Background: an optimization exercise with open tools, aiming at small area. Do not read the settings as production practice.
In this exercise RTL edits were held to simulation tests only and were not proved equivalent to the original.
Power figures rest on the tool's default switching activity, not on a simulated workload.

[flow/run.sh]
#!/bin/bash
# Standard ORFS layout (the standard.sh, standard synthesis unchanged) with
# area-oriented knobs: minimum-size port buffers, combinational cells downsized
# before repair_design, no CTS dummy loads, and power (area) recovery after
# global routing. The full log of each ORFS step is in orfs/logs/; this
# script's own output is in standard_flow.log.
set -euo pipefail
export BUFFER_PORTS_ARGS="-buffer_cell sky130_fd_sc_hd__buf_1"
export PRE_RESIZE_TCL="$PWD/flow/downsize.tcl"
export CTS_ARGS="-sink_clustering_enable -repair_clock_nets -dont_use_dummy_load -buf_list {sky130_fd_sc_hd__clkbuf_4 sky130_fd_sc_hd__clkbuf_8}"
export RECOVER_POWER=100
bash standard.sh > standard_flow.log 2>&1
[flow/downsize.tcl]
# Area recovery before repair_design: give every combinational cell the
# smallest drive strength of its own function (same cell family), skipping
# flip-flops, clock cells, tap/fill cells and don't-use cells. repair_design,
# which runs next, upsizes or buffers again wherever slew or capacitance
# needs it, and timing repair follows later in the flow.
set db [ord::get_db]
set block [[$db getChip] getBlock]
set dont_use [split $::env(DONT_USE_CELLS)]
set masters {}
foreach lib [$db getLibs] {
  foreach m [$lib getMasters] {
    dict set masters [$m getName] $m
  }
}
set n 0
foreach inst [$block getInsts] {
  set m [$inst getMaster]
  set name [$m getName]
  if {![regexp {^(sky130_fd_sc_hd__[a-z0-9]+)_([0-9]+)$} $name -> base drv]} { continue }
  if {[regexp {df|dl|clk|tap|fill|decap|conb|probe|lpflow|sdf|buf} $base]} { continue }
  set best $name
  set bestw [$m getWidth]
  dict for {cn cm} $masters {
    if {![regexp "^${base}_\[0-9\]+\$" $cn]} { continue }
    if {[lsearch -exact $dont_use $cn] >= 0} { continue }
    if {[$cm getWidth] < $bestw} { set best $cn; set bestw [$cm getWidth] }
  }
  if {$best ne $name} {
    replace_cell [$inst getName] $best
    incr n
  }
}
puts "downsize: resized $n instances"
[standard.sh]
#!/bin/bash
# synth_recipe.tcl (not shown) runs the flow's synth.tcl, then flattens the netlist and writes it again
# the make line also repeats each setting of config.mk as NAME=value (left out here)
make -C /OpenROAD-flow-scripts/flow DESIGN_CONFIG=/design/flow/config.mk WORK_HOME=/design/flow/orfs CLKGATE_MAP_FILE= SYNTH_SCRIPT=/design/flow/synth_recipe.tcl "${@:-finish}"
[config.mk]
export PLATFORM = sky130hd
export DESIGN_NAME = I2CDevice
export DESIGN_NICKNAME = I2CDevice
export VERILOG_FILES = /design/flow/design.v
export SDC_FILE = /design/flow/constraint.sdc
export NUM_CORES = 4
export LEC_CHECK = 0
export CAP_MARGIN = 20
export CORE_MARGIN = 2
export CORE_UTILIZATION = 60
export CTS_BUF_LIST = sky130_fd_sc_hd__clkbuf_4 sky130_fd_sc_hd__clkbuf_8
export SLEW_MARGIN = 20
export SYNTH_HIERARCHICAL = 1
[constraint.sdc]
create_clock -name core_clock -period 5.0 [get_ports {i_clk}]
set_input_delay 1.0000 -clock core_clock [delete_from_list [all_inputs] [get_ports {i_clk}]]
set_output_delay 1.0000 -clock core_clock [all_outputs]
set_load 0.01 [all_outputs]
[design.v]
module DebounceFilter(
	input i_clk,
	input i_rst,
	input i_rst_n,
	input i_bouncy,
	output o_debounced);
	reg [22:0] r_count;
	reg r_state;
	wire [22:0] w_next;
	wire w_ne, w_term_n, w_clrn, w_clr, w_fb, w_sn, w_s;
	g_xor2 u_ne(.a(i_bouncy), .b(r_state), .y(w_ne));
	wire w_o0;
	g_nand4 u_o0(.a(r_count[4]), .b(r_count[5]), .c(r_count[8]), .d(r_count[9]), .y(w_o0));
	wire w_o1;
	g_nand4 u_o1(.a(r_count[10]), .b(r_count[11]), .c(r_count[14]), .d(r_count[16]), .y(w_o1));
	wire w_o2;
	g_nand3 u_o2(.a(r_count[17]), .b(r_count[18]), .c(r_count[21]), .y(w_o2));
	wire w_ones;
	g_nor3 u_ones(.a(w_o0), .b(w_o1), .c(w_o2), .y(w_ones));
	wire w_z0;
	g_nor4 u_z0(.a(r_count[6]), .b(r_count[7]), .c(r_count[12]), .d(r_count[13]), .y(w_z0));
	wire w_z1;
	g_nor4 u_z1(.a(r_count[15]), .b(r_count[19]), .c(r_count[20]), .d(r_count[22]), .y(w_z1));
	g_nand3 u_term(.a(w_ones), .b(w_z0), .c(w_z1), .y(w_term_n));
	g_nand3 u_clr(.a(i_rst_n), .b(w_ne), .c(w_term_n), .y(w_clr));
	g_inv u_clrn(.a(w_clr), .y(w_clrn));
	g_xor2 u_fb(.a(r_count[22]), .b(r_count[17]), .y(w_fb));
	g_nand2 u_n0(.a(w_fb), .b(w_clrn), .y(w_next[0]));
	g_nand2 u_n1(.a(r_count[0]), .b(w_clrn), .y(w_next[1]));
	g_nor2 u_n2(.a(r_count[1]), .b(w_clr), .y(w_next[2]));
	g_nand2 u_n3(.a(r_count[2]), .b(w_clrn), .y(w_next[3]));
	g_nand2 u_n4(.a(r_count[3]), .b(w_clrn), .y(w_next[4]));
	g_nor2 u_n5(.a(r_count[4]), .b(w_clr), .y(w_next[5]));
	g_nor2 u_n6(.a(r_count[5]), .b(w_clr), .y(w_next[6]));
	g_nand2 u_n7(.a(r_count[6]), .b(w_clrn), .y(w_next[7]));
	g_nor2 u_n8(.a(r_count[7]), .b(w_clr), .y(w_next[8]));
	g_nand2 u_n9(.a(r_count[8]), .b(w_clrn), .y(w_next[9]));
	g_nand2 u_n10(.a(r_count[9]), .b(w_clrn), .y(w_next[10]));
	g_nor2 u_n11(.a(r_count[10]), .b(w_clr), .y(w_next[11]));
	g_nand2 u_n12(.a(r_count[11]), .b(w_clrn), .y(w_next[12]));
	g_nor2 u_n13(.a(r_count[12]), .b(w_clr), .y(w_next[13]));
	g_nand2 u_n14(.a(r_count[13]), .b(w_clrn), .y(w_next[14]));
	g_nor2 u_n15(.a(r_count[14]), .b(w_clr), .y(w_next[15]));
	g_nor2 u_n16(.a(r_count[15]), .b(w_clr), .y(w_next[16]));
	g_nand2 u_n17(.a(r_count[16]), .b(w_clrn), .y(w_next[17]));
	g_nor2 u_n18(.a(r_count[17]), .b(w_clr), .y(w_next[18]));
	g_nor2 u_n19(.a(r_count[18]), .b(w_clr), .y(w_next[19]));
	g_nand2 u_n20(.a(r_count[19]), .b(w_clrn), .y(w_next[20]));
	g_nand2 u_n21(.a(r_count[20]), .b(w_clrn), .y(w_next[21]));
	g_nand2 u_n22(.a(r_count[21]), .b(w_clrn), .y(w_next[22]));
	g_mux2i u_sm(.a0(i_bouncy), .a1(r_state), .s(w_term_n), .y(w_sn));
	g_nor2 u_s(.a(w_sn), .b(i_rst), .y(w_s));
	always @(posedge i_clk)
	begin
		r_count <= w_next;
		r_state <= w_s;
	end
	assign o_debounced = r_state;
endmodule
module StateMachineI2C(
	input i_clk,
	input i_rst,
	input [3:0] i_data,
	input i_scl,
	input i_sda,
	output o_sda_oe,
	output o_sda_out,
	output [2:0] o_state);
	reg [2:0] r_state;
	reg [1:0] r_sda_sync, r_scl_sync;
	reg r_drive_en;
	reg r_sda_out;
	reg [3:0] r_count;
	wire [2:0] w_state;
	wire [3:0] w_count;
	wire w_drive_en, w_sda_out;
	SM_next next_inst(
		.a0(r_sda_sync[0]), .a1(r_sda_sync[1]), .k0(r_scl_sync[0]), .k1(r_scl_sync[1]),
		.b0(r_state[0]), .b1(r_state[1]), .b2(r_state[2]),
		.n0(r_count[0]), .n1(r_count[1]), .n2(r_count[2]), .n3(r_count[3]),
		.de(r_drive_en), .so(r_sda_out), .rst(i_rst), .sw(i_data),
		.nb(w_state), .nn(w_count), .nde(w_drive_en), .nso(w_sda_out));
	always @(posedge i_clk)
	begin
		r_state <= w_state;
		r_count <= w_count;
		r_drive_en <= w_drive_en;
		r_sda_out <= w_sda_out;
		r_sda_sync <= {r_sda_sync[0], i_sda};
		r_scl_sync <= {r_scl_sync[0], i_scl};
	end
	assign o_sda_oe = r_drive_en;
	assign o_sda_out = r_sda_out;
	assign o_state = r_state;
endmodule
module SM_next(a0, a1, k0, k1, b0, b1, b2, n0, n1, n2, n3, de, so, rst, sw, nb, nn, nde, nso);
  input a0;
  wire a0;
  input a1;
  wire a1;
  input k0;
  wire k0;
  input k1;
  wire k1;
  input b0;
  wire b0;
  input b1;
  wire b1;
  input b2;
  wire b2;
  input n0;
  wire n0;
  input n1;
  wire n1;
  input n2;
  wire n2;
  input n3;
  wire n3;
  input de;
  wire de;
  input so;
  wire so;
  input rst;
  wire rst;
  input [3:0] sw;
  wire [3:0] sw;
  output [2:0] nb;
  wire [2:0] nb;
  output [3:0] nn;
  wire [3:0] nn;
  output nde;
  wire nde;
  output nso;
  wire nso;
  wire _000_;
  wire _001_;
  wire _002_;
  wire _003_;
  wire _004_;
  wire _005_;
  wire _006_;
  wire _007_;
  wire _008_;
  wire _009_;
  wire _010_;
  wire _011_;
  wire _012_;
  wire _013_;
  wire _014_;
  wire _015_;
  wire _016_;
  wire _017_;
  wire _018_;
  wire _019_;
  wire _020_;
  wire _021_;
  wire _022_;
  wire _023_;
  wire _024_;
  wire _025_;
  wire _026_;
  wire _027_;
  wire _028_;
  wire _029_;
  wire _030_;
  wire _031_;
  wire _032_;
  wire _033_;
  wire _034_;
  wire _035_;
  wire _036_;
  wire _037_;
  wire _038_;
  wire _039_;
  wire _040_;
  wire _041_;
  wire _042_;
  wire _043_;
  wire _044_;
  wire _045_;
  wire _046_;
  wire _047_;
  wire _048_;
  wire _049_;
  wire _050_;
  wire _051_;
  wire _052_;
  wire _053_;
  wire _054_;
  wire _055_;
  wire _056_;
  wire _057_;
  wire _058_;
  wire _059_;
  wire _060_;
  wire _061_;
  wire _062_;
  wire _063_;
  wire _064_;
  c_clkinv _065_ (
    .A(n0),
    .Y(_001_)
  );
  c_clkinv _066_ (
    .A(k1),
    .Y(_002_)
  );
  c_clkinv _067_ (
    .A(b2),
    .Y(_003_)
  );
  c_clkinv _068_ (
    .A(b0),
    .Y(_004_)
  );
  c_clkinv _069_ (
    .A(b1),
    .Y(_005_)
  );
  c_clkinv _070_ (
    .A(a1),
    .Y(_006_)
  );
  c_clkinv _071_ (
    .A(n1),
    .Y(_007_)
  );
  c_clkinv _072_ (
    .A(n2),
    .Y(_008_)
  );
  c_clkinv _073_ (
    .A(de),
    .Y(_009_)
  );
  c_nor2b _074_ (
    .A(k1),
    .B_N(k0),
    .Y(_010_)
  );
  c_nand2 _075_ (
    .A(a0),
    .B(_010_),
    .Y(_011_)
  );
  c_a31oi _076_ (
    .A1(b2),
    .A2(b1),
    .A3(_011_),
    .B1(b0),
    .Y(_012_)
  );
  c_clkinv _077_ (
    .A(_012_),
    .Y(_013_)
  );
  c_nor2 _078_ (
    .A(_003_),
    .B(_004_),
    .Y(_014_)
  );
  c_clkinv _079_ (
    .A(_014_),
    .Y(_015_)
  );
  c_a211oi _080_ (
    .A1(a0),
    .A2(_006_),
    .B1(_002_),
    .C1(k0),
    .Y(_016_)
  );
  c_clkinv _081_ (
    .A(_016_),
    .Y(_017_)
  );
  c_nor2 _082_ (
    .A(_010_),
    .B(_014_),
    .Y(_018_)
  );
  c_nor2 _083_ (
    .A(n3),
    .B(_018_),
    .Y(_019_)
  );
  c_o211ai _084_ (
    .A1(_015_),
    .A2(_016_),
    .B1(_019_),
    .C1(_013_),
    .Y(_020_)
  );
  c_nor2 _085_ (
    .A(_001_),
    .B(_020_),
    .Y(_021_)
  );
  c_nand2 _086_ (
    .A(n1),
    .B(_021_),
    .Y(_022_)
  );
  c_nor3 _087_ (
    .A(_002_),
    .B(_006_),
    .C(a0),
    .Y(_023_)
  );
  c_clkinv _088_ (
    .A(_023_),
    .Y(_024_)
  );
  c_o21ai _089_ (
    .A1(n1),
    .A2(_021_),
    .B1(_022_),
    .Y(_025_)
  );
  c_nor2 _090_ (
    .A(_023_),
    .B(_025_),
    .Y(nn[1])
  );
  c_nand2 _091_ (
    .A(_003_),
    .B(_005_),
    .Y(_026_)
  );
  c_o41a _092_ (
    .A1(_006_),
    .A2(_007_),
    .A3(_008_),
    .A4(_026_),
    .B1(_021_),
    .X(_027_)
  );
  c_a211oi _093_ (
    .A1(_001_),
    .A2(_020_),
    .B1(_023_),
    .C1(_027_),
    .Y(nn[0])
  );
  c_nor2 _094_ (
    .A(_008_),
    .B(_022_),
    .Y(_028_)
  );
  c_a211oi _095_ (
    .A1(_008_),
    .A2(_022_),
    .B1(_023_),
    .C1(_028_),
    .Y(nn[2])
  );
  c_nor2 _096_ (
    .A(_009_),
    .B(_017_),
    .Y(_029_)
  );
  c_nor2 _097_ (
    .A(b1),
    .B(_029_),
    .Y(_030_)
  );
  c_nand3 _098_ (
    .A(b2),
    .B(_004_),
    .C(_030_),
    .Y(_031_)
  );
  c_o22ai _099_ (
    .A1(_017_),
    .A2(_019_),
    .B1(b0),
    .B2(_026_),
    .Y(_032_)
  );
  c_nor3 _100_ (
    .A(de),
    .B(so),
    .C(_017_),
    .Y(_033_)
  );
  c_nor4 _101_ (
    .A(b2),
    .B(b0),
    .C(_005_),
    .D(_033_),
    .Y(_034_)
  );
  c_o21ai _102_ (
    .A1(n0),
    .A2(_009_),
    .B1(_034_),
    .Y(_035_)
  );
  c_nor2 _103_ (
    .A(rst),
    .B(_023_),
    .Y(_036_)
  );
  c_o21ai _104_ (
    .A1(de),
    .A2(_032_),
    .B1(_036_),
    .Y(_037_)
  );
  c_a31oi _105_ (
    .A1(_032_),
    .A2(_035_),
    .A3(_031_),
    .B1(_037_),
    .Y(nde)
  );
  c_a31oi _106_ (
    .A1(b2),
    .A2(_017_),
    .A3(n3),
    .B1(_028_),
    .Y(_038_)
  );
  c_nor2 _107_ (
    .A(_023_),
    .B(_038_),
    .Y(nn[3])
  );
  c_a31o _108_ (
    .A1(a0),
    .A2(_006_),
    .A3(k1),
    .B1(rst),
    .X(_039_)
  );
  c_o21ai _109_ (
    .A1(_003_),
    .A2(_016_),
    .B1(n3),
    .Y(_040_)
  );
  c_nor3 _110_ (
    .A(_003_),
    .B(b0),
    .C(_010_),
    .Y(_041_)
  );
  c_nor2 _111_ (
    .A(_012_),
    .B(_041_),
    .Y(_042_)
  );
  c_nand2 _112_ (
    .A(_040_),
    .B(_042_),
    .Y(_043_)
  );
  c_nand3 _113_ (
    .A(_026_),
    .B(_029_),
    .C(_012_),
    .Y(_044_)
  );
  c_a31oi _114_ (
    .A1(_024_),
    .A2(_044_),
    .A3(_043_),
    .B1(_039_),
    .Y(nb[0])
  );
  c_a21oi _115_ (
    .A1(_001_),
    .A2(_008_),
    .B1(a1),
    .Y(_045_)
  );
  c_nor2 _116_ (
    .A(_004_),
    .B(_026_),
    .Y(_046_)
  );
  c_a31oi _117_ (
    .A1(_001_),
    .A2(_008_),
    .A3(a1),
    .B1(_045_),
    .Y(_047_)
  );
  c_nand3 _118_ (
    .A(_019_),
    .B(_046_),
    .C(_047_),
    .Y(_048_)
  );
  c_o221ai _119_ (
    .A1(_017_),
    .A2(_046_),
    .B1(_028_),
    .B2(_048_),
    .C1(so),
    .Y(_049_)
  );
  c_o22ai _120_ (
    .A1(_007_),
    .A2(sw[1]),
    .B1(n1),
    .B2(sw[3]),
    .Y(_050_)
  );
  c_nand3 _121_ (
    .A(n2),
    .B(_014_),
    .C(_016_),
    .Y(_051_)
  );
  c_nor2 _122_ (
    .A(_007_),
    .B(sw[0]),
    .Y(_052_)
  );
  c_nor2 _123_ (
    .A(n1),
    .B(sw[2]),
    .Y(_053_)
  );
  c_o32a _124_ (
    .A1(_001_),
    .A2(_053_),
    .A3(_052_),
    .B1(n0),
    .B2(_050_),
    .X(_054_)
  );
  c_o211ai _125_ (
    .A1(_051_),
    .A2(_054_),
    .B1(_024_),
    .C1(_049_),
    .Y(nso)
  );
  c_nor2 _126_ (
    .A(_023_),
    .B(_039_),
    .Y(_055_)
  );
  c_nand2 _127_ (
    .A(n0),
    .B(_029_),
    .Y(_056_)
  );
  c_a21oi _128_ (
    .A1(_034_),
    .A2(_056_),
    .B1(_041_),
    .Y(_057_)
  );
  c_nor2 _129_ (
    .A(_030_),
    .B(_057_),
    .Y(_058_)
  );
  c_nand2 _130_ (
    .A(_005_),
    .B(_040_),
    .Y(_059_)
  );
  c_nand2 _131_ (
    .A(b1),
    .B(n3),
    .Y(_060_)
  );
  c_nand2 _132_ (
    .A(b0),
    .B(_060_),
    .Y(_061_)
  );
  c_o21ai _133_ (
    .A1(_015_),
    .A2(_016_),
    .B1(_061_),
    .Y(_062_)
  );
  c_a21oi _134_ (
    .A1(_059_),
    .A2(_062_),
    .B1(_058_),
    .Y(_063_)
  );
  c_nor3 _135_ (
    .A(_023_),
    .B(_039_),
    .C(_063_),
    .Y(nb[1])
  );
  c_nand3 _136_ (
    .A(n0),
    .B(_029_),
    .C(b1),
    .Y(_064_)
  );
  c_o21ai _137_ (
    .A1(b2),
    .A2(_061_),
    .B1(_055_),
    .Y(_000_)
  );
  c_a31oi _138_ (
    .A1(_012_),
    .A2(_031_),
    .A3(_064_),
    .B1(_000_),
    .Y(nb[2])
  );
endmodule
module c_a211oi(input A1, input A2, input B1, input C1, output Y); assign Y = (~A1&~B1&~C1) | (~A2&~B1&~C1); endmodule
module c_a21oi(input A1, input A2, input B1, output Y); assign Y = (~A1&~B1) | (~A2&~B1); endmodule
module c_a31o(input A1, input A2, input A3, input B1, output X); assign X = (A1&A2&A3) | (B1); endmodule
module c_a31oi(input A1, input A2, input A3, input B1, output Y); assign Y = (~A1&~B1) | (~A2&~B1) | (~A3&~B1); endmodule
module c_clkinv(input A, output Y); assign Y = (~A); endmodule
module c_nand2(input A, input B, output Y); assign Y = (~A) | (~B); endmodule
module c_nand3(input A, input B, input C, output Y); assign Y = (~A) | (~B) | (~C); endmodule
module c_nor2(input A, input B, output Y); assign Y = (~A&~B); endmodule
module c_nor2b(input A, input B_N, output Y); assign Y = (~A&B_N); endmodule
module c_nor3(input A, input B, input C, output Y); assign Y = (~A&~B&~C); endmodule
module c_nor4(input A, input B, input C, input D, output Y); assign Y = (~A&~B&~C&~D); endmodule
module c_o211ai(input A1, input A2, input B1, input C1, output Y); assign Y = (~A1&~A2) | (~B1) | (~C1); endmodule
module c_o21ai(input A1, input A2, input B1, output Y); assign Y = (~A1&~A2) | (~B1); endmodule
module c_o221ai(input A1, input A2, input B1, input B2, input C1, output Y); assign Y = (~B1&~B2) | (~A1&~A2) | (~C1); endmodule
module c_o22ai(input A1, input A2, input B1, input B2, output Y); assign Y = (~B1&~B2) | (~A1&~A2); endmodule
module c_o32a(input A1, input A2, input A3, input B1, input B2, output X); assign X = (A1&B1) | (A1&B2) | (A2&B1) | (A3&B1) | (A2&B2) | (A3&B2); endmodule
module c_o41a(input A1, input A2, input A3, input A4, input B1, output X); assign X = (A1&B1) | (A2&B1) | (A3&B1) | (A4&B1); endmodule
module I2CDevice(
	input i_clk,
	input i_rst,
	input [3:0] i_sw,
	input i_scl,
	input i_sda,
	output o_sda_oe,
	output o_sda_out,
	output [7:0] o_led);
	wire [3:0] w_sw;
	wire [2:0] w_state;
	wire w_rst_n;
	g_inv u_rst_n(.a(i_rst), .y(w_rst_n));
	StateMachineI2C state_inst(
		.i_clk(i_clk),
		.i_rst(i_rst),
		.i_data(w_sw),
		.i_scl(i_scl),
		.i_sda(i_sda),
		.o_sda_oe(o_sda_oe),
		.o_sda_out(o_sda_out),
		.o_state(w_state));
	DebounceFilter debounce_sw0(.i_clk(i_clk), .i_rst(i_rst), .i_rst_n(w_rst_n), .i_bouncy(i_sw[0]), .o_debounced(w_sw[0]));
	DebounceFilter debounce_sw1(.i_clk(i_clk), .i_rst(i_rst), .i_rst_n(w_rst_n), .i_bouncy(i_sw[1]), .o_debounced(w_sw[1]));
	DebounceFilter debounce_sw2(.i_clk(i_clk), .i_rst(i_rst), .i_rst_n(w_rst_n), .i_bouncy(i_sw[2]), .o_debounced(w_sw[2]));
	DebounceFilter debounce_sw3(.i_clk(i_clk), .i_rst(i_rst), .i_rst_n(w_rst_n), .i_bouncy(i_sw[3]), .o_debounced(w_sw[3]));
	assign o_led = {5'b00000, w_state};
endmodule
module g_inv(input a, output y); assign y = ~a; endmodule
module g_nand2(input a, input b, output y); assign y = ~(a & b); endmodule
module g_nor2(input a, input b, output y); assign y = ~(a | b); endmodule
module g_nand3(input a, input b, input c, output y); assign y = ~(a & b & c); endmodule
module g_nor3(input a, input b, input c, output y); assign y = ~(a | b | c); endmodule
module g_nand4(input a, input b, input c, input d, output y); assign y = ~(a & b & c & d); endmodule
module g_nor4(input a, input b, input c, input d, output y); assign y = ~(a | b | c | d); endmodule
module g_and4(input a, input b, input c, input d, output y); assign y = a & b & c & d; endmodule
module g_xor2(input a, input b, output y); assign y = a ^ b; endmodule
module g_xnor2(input a, input b, output y); assign y = ~(a ^ b); endmodule
module g_mux2i(input a0, input a1, input s, output y); assign y = ~(s ? a1 : a0); endmodule
==> summary.txt <==
-- state kept, by name, indices dropped and copies added, names as in the netlist --
| name | count |
|---|---|
| debounce_sw0.r_count | 23 |
| debounce_sw0.r_state | 1 |
| debounce_sw1.r_count | 23 |
| debounce_sw1.r_state | 1 |
| debounce_sw2.r_count | 23 |
| debounce_sw2.r_state | 1 |
| debounce_sw3.r_count | 23 |
| debounce_sw3.r_state | 1 |
| state_inst.r_count | 4 |
| state_inst.r_drive_en | 1 |
| state_inst.r_scl_sync | 2 |
| state_inst.r_sda_out | 1 |
| state_inst.r_sda_sync | 2 |
| state_inst.r_state | 3 |
-- placed cells by master (no fill, tap or decap), types with 2 or more instances in the layout --
master and count:
a211oi_1 3, a21oi_1 3, a31oi_1 6, buf_1 11
clkbuf_8 9, conb_1 5, dfxtp_1 109, inv_1 18
mux2i_1 4, nand2_1 60, nand3_1 17, nand4_1 8
nor2_1 60, nor3_1 8, nor4_1 9, o211ai_1 2
o21ai_1 5, o22ai_1 2, xor2_1 8
-- cell type report --
cell class	instances	area share
sequential	109	0.624
timing repair buffer	12	0.0129
tap	72	0.0258
inverter	18	0.0193
clock buffer	9	0.0354
multi-input combinational	206	0.283
-- metal layers --
layer	part of all wire	vias up
met5	0	-
met4	0.0096	0
met3	0.035	5
met2	0.45	35
met1	0.51	1012
li1	-	1135
-- per-module statistics from Yosys (local to each module, per instance), excerpt --
module           flops+latches  area, µm²  cells
g_nor4                       0       12.5      1
c_nor2b                      0       13.8      1
c_o41a                       0       11.3      1
StateMachineI2C             13        260     13
c_clkinv                     0       3.75      1
g_nand3                      0       5.00      1
c_a21oi                      0       8.76      1
c_nor4                       0       12.5      1
-- cells in the mapped netlist, drive strengths merged (2+ instances only) --
master | count | area share
nand3 | 17 | 0.025
nor2 | 60 | 0.066
a31oi | 6 | 0.011
mux2i | 4 | 0.012
dfxtp | 109 | 0.64
nor3 | 8 | 0.024
inv | 18 | 0.020
buf | 5 | 0.011
nor4 | 9 | 0.033
nand2 | 60 | 0.066
o21ai | 6 | 0.0088
nand4 | 8 | 0.015
xor2 | 8 | 0.021
a211oi | 3 | 0.011
o211ai | 2 | 0.0073
o22ai | 2 | 0.0037
a21oi | 3 | 0.0077
-- cells by family after synthesis --
| group | Yosys count | synth area share |
|---|---|---|
| simple gates | 163 | 0.232 |
| xor+xnor | 8 | 0.0206 |
| mux | 4 | 0.0118 |
| compound gates | 26 | 0.0628 |
| flops | 109 | 0.640 |
| buf+inv | 23 | 0.0308 |
| other cells | 1 | 0.00110 |
-- report_power, final --
part | leakage, µW | switching, µW | internal [µW]
logic | 0.000399 | 36.3 | 18.0
registers | 0.000893 | 19.0 | 897
clock network | 0.0000647 | 235 | 162
total | 0.00136 | 291 | 1080
-- metrics by stage --
step | instance area, µm² | setup WS, ns | instances
after global placement | 3520 | 2.64 | 417
after detailed placement | 3370 | 2.61 | 417
after global routing | 3500 | 2.66 | 426
after CTS | 3500 | 2.92 | 426
final | 3500 | 2.88 | 426
after floorplan | 3420 | 3.15 | 338
-- how the worst min path moves through the flow --
stage,from,endpoint,slack (ns)
2_1_floorplan,debounce_sw0.r_count[0],debounce_sw0.r_count[1],0.35
3_3_place_gp,debounce_sw1.r_count[2],debounce_sw1.r_count[3],0.35
3_5_place_dp,debounce_sw1.r_count[3],debounce_sw1.r_count[4],0.36
4_1_cts,debounce_sw3.r_count[0],debounce_sw3.r_count[1],0.37
5_1_grt,state_inst.r_scl_sync[0],state_inst.r_scl_sync[1],0.38
6_report,debounce_sw3.r_count[0],debounce_sw3.r_count[1],0.36
==> qor.yml <==
timing:
  fmax_mhz: 472
  setup_violations: 0
  holdWs_ns: 0.360
  rsz0062_at_grt: "no"
  slew_headroom: 0.426
  fin_crit_ns: 2.12
  fin_crit_sh: 0.424
  clock_skew_ns: 0.0247
  setup_tns_ns: 0
  final_max_slew_viol_count: 0
  hold_viol: 0
  tightest_slew_ns: 0.854
cts:
  tritoncts: "done"
  clk_pin_slew_ns: 0.09
  htreeDepth: 3
  clock_latency_ns: 0.35
  cts_resized: 0
  clockBufferDepth: 2
  cts_sinks: 109
  cts_buffers: 9
  hold_buffers: 0
  cts_root_buf: "clkbuf_8"
  cts_setup_buffers: 0
yosys:
  yosysSeqAreaShare: 0.640
  ys_types: 23
  synth_warnings: 8
  async_flop_share: 0
  ys_ff_latch: 109
  synth_edf_count: 0
  avgSynthCellArea_um2: 10.2
  synth_top_flop_cell: "dfxtp_1"
  synth_cells: 334
  syn_area_mm2: 0.00341
detailed_routing:
  wire_per_inst_um: 12.2
  postRouteAntennaNets: 0
  viasPerCell: 5.13
  wl_um: 5190
  dr.pass1.iters: 4
  vias: 2187
  drc: 0
  drtIter0Drc: 88
critical_path:
  critPathMaxStageDelay_ns: 0.57
  cp-endpoint: "state_inst.r_state[1]"
  worstPathArrival_ns: 2.30
  path_buf_inv: 2
  cp-end-kind: "flip-flop"
  ff2ff_setup_slack_ns: 2.88
  path_depth: 9
  critPathSlowestCell: "a211oi_1"
  path_cells: "inv_1 > a211oi_1 > inv_1 > nor2_1 > nand2_1 > a21oi_1 > nor2_1 > a21oi_1 > nor3_1"
  path_delay_family: "compound AO/OA/AOI/OAI gates"
  crit_fanout: 5
  cp.required_ns: 5.18
  worstReg2RegEnd: "state_inst.r_state[1]"
  rr_startpoint: "state_inst.r_sda_sync[1]"
  critPathLaunchType: "flip-flop"
  setup.worst_path.start: "state_inst.r_sda_sync[1]"
  critical_path_class: "reg2reg"
  rr_worst_depth: 9
hold_path:
  hp-class: "reg2reg"
  holdPathStages: 1
global_route:
  gr-total-overflow: 0
  grt_use_met3: 0.0580
  grt_max_degree: 18
  grt_pass1_wl_um: 9020
  grt_pass1_vias: 2018
  grtUsageMet1: 0.251
  antenna_found_initial: 0
  busiest_layer: "met2"
  grtUsageTotal: 0.186
  gr-usage-met2: 0.277
layout:
  final_util: 0.635
  antenna_cells: 0
  final_layout_size_suffix_gt1_frac: 0.0254
  syn_to_final_growth_pct: 2.64
  multi_input_area_um2: 988
  fill_cells: 476
  nets: 364
  final-seq-area_mm2: 0.00218
place:
  finalWeightedCongestion: 0.838
  dpl.hpwl_um: 3580
  numPortBuffers: 12
run_status:
  status: "finished clean"
pwr:
  power.leakage_uw: 0.00136
  power_density_mw_per_mm2: 391
  finalPower_uw: 1370
  peakVddDrop_uv: 247
floorplanning:
  coreArea_mm2: 0.00551
  die_w_um: 79.4
  dieHeight_um: 79.4
  start_util: 0.619
  std_cell_rows: 27
  io_pins: 18
  dieArea_mm2: 0.00630
run:
  max-cap-violations: 0

==> re-timing with driven ports <==
How much do the figures lean on ideal ports? The routed layout below was timed once more, with nothing changed but the port constraints.
Step 1 (the two cells are an assumption about what drives the block):
set clk [get_ports {i_clk}]
set_driving_cell -lib_cell sky130_fd_sc_hd__clkbuf_16 $clk
set_driving_cell -lib_cell sky130_fd_sc_hd__buf_2 [delete_from_list [all_inputs] $clk]
Step 2 times the ports against the registers' clock, not the clock port: input delays grow and output delays shrink by t, the midpoint of the rising clock arrivals with the driver on.
Three values: no drivers, after step 1, after step 2; two values: the first two.
shift t [ns]: 0.370
setup WS [ns]: 2.882 / 2.882 / 2.664
clock arrival spread, ns: 0.025 / 0.025
After both steps this run still meets setup and hold. For this run, drivers alone change the setup slack by 0.000 ns; drivers and shift together by -0.218 ns.
